Source: an optimization exercise on an open RTL-to-GDS flow (aim: small area, a short achievable clock period and few clock cycles). Production flows keep margins and buffers that such runs may drop.
Function was checked by simulation only, so behaviour that the tests miss may differ from the original.

## milestone1
module milestone1 (
	input  logic        CLOCK_50_I,
	input  logic        resetn,
	input  logic        M1_en,
	output logic        M1_end,
	output logic [17:0] SRAM_address,
	input  logic [15:0] SRAM_read_data,
	output logic [15:0] SRAM_write_data,
	output logic        SRAM_we_n
);
clock: 13.0 ns
lec_check: 0
cap_margin: 20
core_margin: 2
core_utilization: 40
cts_cluster_diameter: 100
cts_cluster_size: 25
slew_margin: 20
standard.sh (not shown) runs the stock make flow with config.mk's settings and CLKGATE_MAP_FILE= SYNTH_SCRIPT=/design/flow/synth_recipe.tcl, a recipe that flattens the netlist after the stock synthesis.
==> flow/flow/run.sh <==
#!/bin/bash
# The standard layout (standard.sh, unchanged synthesis and steps), with the
# timing repair after CTS and global routing asked to reach 9.2 ns of setup slack
# at the design's clock period, using only gate sizing, pin swaps and buffering
# (no gate cloning, no buffer removal). The full make output, which holds every
# tool's output, goes to layout.log here; ORFS keeps each step's log under orfs/logs.
set -euo pipefail
bash standard.sh SETUP_SLACK_MARGIN=9.2 SKIP_GATE_CLONING=1 SETUP_MOVE_SEQUENCE=sizeup,swap,buffer finish > layout.log 2>&1
The first run went through all stages and came out clean.
Testbench counts at the start, summed over its fixed seeds: cycles 1,164,996.
Edit:
--- a/flow/design.v
+++ b/flow/design.v
@@ -20,17 +20,18 @@
 logic [7:0] UW [0:5];
 logic [7:0] VW [0:5];
 logic [7:0] SU, SV, NV;
 logic [7:0] YH, YL;         
 logic [7:0] PY;             
 logic [7:0] PU, PV;         
 logic [10:0] PRBa, PRBb, PGa, PGb;    
 logic        PRBc, PGc;             
-logic [7:0] IP;             
+logic [7:0] IPa, IPb;       
+logic       IPc;            
 logic [7:0] EB;             
 wire [7:0] rh = SRAM_read_data[15:8];
 wire [7:0] rl = SRAM_read_data[7:0];
 wire clamp  = (gcnt >= 7'd78);
 wire last_g = (gcnt == 7'd79);
 wire rowend9;    
 wire [7:0] t0 = isel_v ? VW[0] : UW[0];
 wire [7:0] t1 = isel_v ? VW[1] : UW[1];
@@ -164,23 +165,24 @@
 wire q_121 = q_93 ^ q_92 ^ ~S2[8];
 wire q_122 = (q_93 & q_92) | (q_93 & ~S2[8]) | (q_92 & ~S2[8]);
 wire q_123 = S3[7] ^ q_70 ^ q_94;
 wire q_124 = (S3[7] & q_70) | (S3[7] & q_94) | (q_70 & q_94);
 wire q_125 = S3[8] ^ 1'b1;
 wire q_126 = S3[8] & 1'b1;
 wire [15:0] q_a = {q_125, q_123, q_121, q_119, q_117, q_115, q_113, q_111, q_109, q_107, q_105, q_103, q_101, q_99, q_97, q_95};
 wire [15:0] q_b = {q_124, q_122, q_120, q_118, q_116, q_114, q_112, q_110, q_108, q_106, q_104, q_102, q_100, q_98, q_96, 1'b1};
-wire [15:0] isum = q_a + q_b;
+wire [8:0] q_lo = {1'b0, q_a[7:0]} + {1'b0, q_b[7:0]};
 always_ff @(posedge CLOCK_50_I) begin
 	S1 <= s1c[9:1];
 	S2 <= t1 + t4;
 	S3 <= s3c[9:1];
-	IP <= isum[15:8];
+	IPa <= q_a[15:8]; IPb <= q_b[15:8]; IPc <= q_lo[8];
 end
+wire [7:0] IP = IPa + IPb + {7'd0, IPc};
 wire [7:0] XR = PV & {8{selR}};              
 wire [7:0] XB = PU & {8{selB}};              
 wire [7:0] XC = XR | XB;                     
 wire rb_1 = XC[7] ^ XC[6];
 wire rb_2 = XC[7] & XC[6];
 wire rb_3 = PY[2] ^ PY[0];
 wire rb_4 = PY[2] & PY[0];
 wire rb_5 = PY[3] ^ PY[1] ^ XC[5];
=>
- worst setup slack gets better by 0.097 ns
- sequential share of layout area rises by 0.29 points
- cell count came out higher slightly
- maximum frequency increases by a few percent
- final area goes up slightly
- die area grows slightly
- count of clock-buffer cells in the layout went up by 1
- critical path depth decreases by 2
- via count hardly moves
- wire length went up by a few percent
Testbench counts after the change, summed over its fixed seeds: cycles 1,164,996.

---

## indigo
Starting RTL as in the previous note.
==> flow/config.mk <==
export PLATFORM = sky130hd
export DESIGN_NAME = milestone1
export DESIGN_NICKNAME = milestone1
export VERILOG_FILES = /design/flow/design.v
export SDC_FILE = /design/flow/constraint.sdc
export NUM_CORES = 4
export LEC_CHECK = 0
export CAP_MARGIN = 20
export CORE_MARGIN = 2
export CORE_UTILIZATION = 40
export CTS_CLUSTER_DIAMETER = 100
export CTS_CLUSTER_SIZE = 25
export SLEW_MARGIN = 20
==> flow/constraint.sdc <==
create_clock -name core_clock -period 13.0 [get_ports {CLOCK_50_I}]
set_input_delay 2.6000 -clock core_clock [delete_from_list [all_inputs] [get_ports {CLOCK_50_I}]]
set_output_delay 2.6000 -clock core_clock [all_outputs]
set_load 0.01 [all_outputs]
==> flow/flow/run.sh <==
#!/bin/bash
# The standard layout (standard.sh, unchanged synthesis and steps), with the
# timing repair after CTS and global routing asked to reach 9 ns of setup slack
# at the design's clock period, using only gate sizing, pin swaps and buffering
# (no gate cloning, no buffer removal). The full make output, which holds every
# tool's output, goes to layout.log here; ORFS keeps each step's log under orfs/logs.
set -euo pipefail
bash standard.sh SETUP_SLACK_MARGIN=9 SKIP_GATE_CLONING=1 SETUP_MOVE_SEQUENCE=sizeup,swap,buffer finish > layout.log 2>&1
indigo ran to completion and came out clean on the timing, DRC and antenna checks.
Testbench counts of indigo, summed over its fixed seeds: cycles 1,164,996.
Setup changes, indigo to zinc
diff --git a/flow/design.v b/flow/design.v
--- a/flow/design.v
+++ b/flow/design.v
@@ -580,46 +580,44 @@
 always_comb begin
 	case (ph)
 		5'd9:  nph = ((last_g && !nob) || fs) ? 5'd10 : 5'd0;
 		5'd15: nph = 5'd7;
 		default: nph = ph + 5'd1;
 	endcase
 end
 assign rowend9 = (ph == 5'd9) && (nph == 5'd10);
 wire wr_ph = (nph == 5'd3) || (nph == 5'd4) || (nph == 5'd5) ||
              (!nob && ((nph == 5'd9) || (nph == 5'd0) || (nph == 5'd1) || (nph == 5'd10) || (nph == 5'd11)));
-logic [1:0] cinc;
+wire [1:0]  cinc = (nph == 5'd12 || nph == 5'd13) ? 2'd1 : (last_g || fs) ? 2'd0 : {ya[0], ~ya[0]};
 wire frame_done = (ph == 5'd11) && !nob && (&SRAM_address);
 always_ff @(posedge CLOCK_50_I or negedge resetn) begin
 	if (!resetn) begin
 		ph <= 5'd7;
 		run <= 1'b0;
 		first <= 1'b1;
 		fs <= 1'b1;
 		nob <= 1'b1;
 		isel_v <= 1'b0;
 		selR <= 1'b0;
 		selB <= 1'b0;
 		tyh <= 1'b0;
-		cinc <= 2'd0;
 		M1_end <= 1'b0;
 		gcnt <= 7'd0;
 		ya <= 16'd0;
 		ra <= RGBBASE;
 		SRAM_address <= UBASE + VOFS;
 		SRAM_we_n <= 1'b1;
 	end else begin
 		if (M1_en) run <= 1'b1;
 		if (run && !M1_end) begin
 		isel_v <= (nph == 5'd9) || (nph == 5'd5);
 		tyh <= (nph == 5'd9) || (nph == 5'd5);
-		cinc <= (nph == 5'd11 || nph == 5'd12) ? 2'd1 : (last_g || fs) ? 2'd0 : 2'd2;
 		selR <= (nph == 5'd1) || (nph == 5'd2) || (nph == 5'd7) || (nph == 5'd8);
 		selB <= !((nph == 5'd1) || (nph == 5'd2) || (nph == 5'd7) || (nph == 5'd8));
 		if (ph == 5'd9) fs <= 1'b0;
 		if (ph == 5'd7 && !fs) first <= 1'b0;
 		if (ph == 5'd12) nob <= 1'b1;
 		else if (ph == 5'd1) nob <= 1'b0;
 		if (frame_done) begin
 			M1_end <= 1'b1;
 			SRAM_we_n <= 1'b1;
 		end else begin
Results
Taking indigo as the reference, in zinc routing usage on met1 went up 0.39 points, setup slack now larger, count of vias placed by the detailed router climbed 378.
zinc -> indigo: number of distinct standard cells referenced by the synthesized netlist delta 0, exact match
[zinc] sequential share of layout area fell 1.2 points relative to indigo
Testbench counts of zinc, summed over its fixed seeds: cycles 1,164,996.

-- port drivers added, routing unchanged --
In the flow no input, the clock included, has a driving cell. The finished layouts below were timed again as built, in two steps.
Step 1 sets driving cells, clkbuf_16 on the clock port and buf_2 on the other inputs (assumed; they add their load-dependent delay and slew).
Step 2 also shifts input and output timing later by t, the mid clock arrival at the registers, as if the neighbouring blocks saw the same clock.
a / b / c = no drivers / after step 1 / after step 2; a / b = the first two.
run	t, ns	setup slack, ns	cell pins on the clock port's net
the first run of note 1	0.593	9.030 / 9.030 / 9.030	1
the second run of note 1	0.618	9.127 / 9.091 / 9.127	1
indigo	0.596	8.935 / 8.935 / 8.935	1
zinc	0.585	8.965 / 8.965 / 8.965	1
After both steps setup and hold are still met in every run listed.
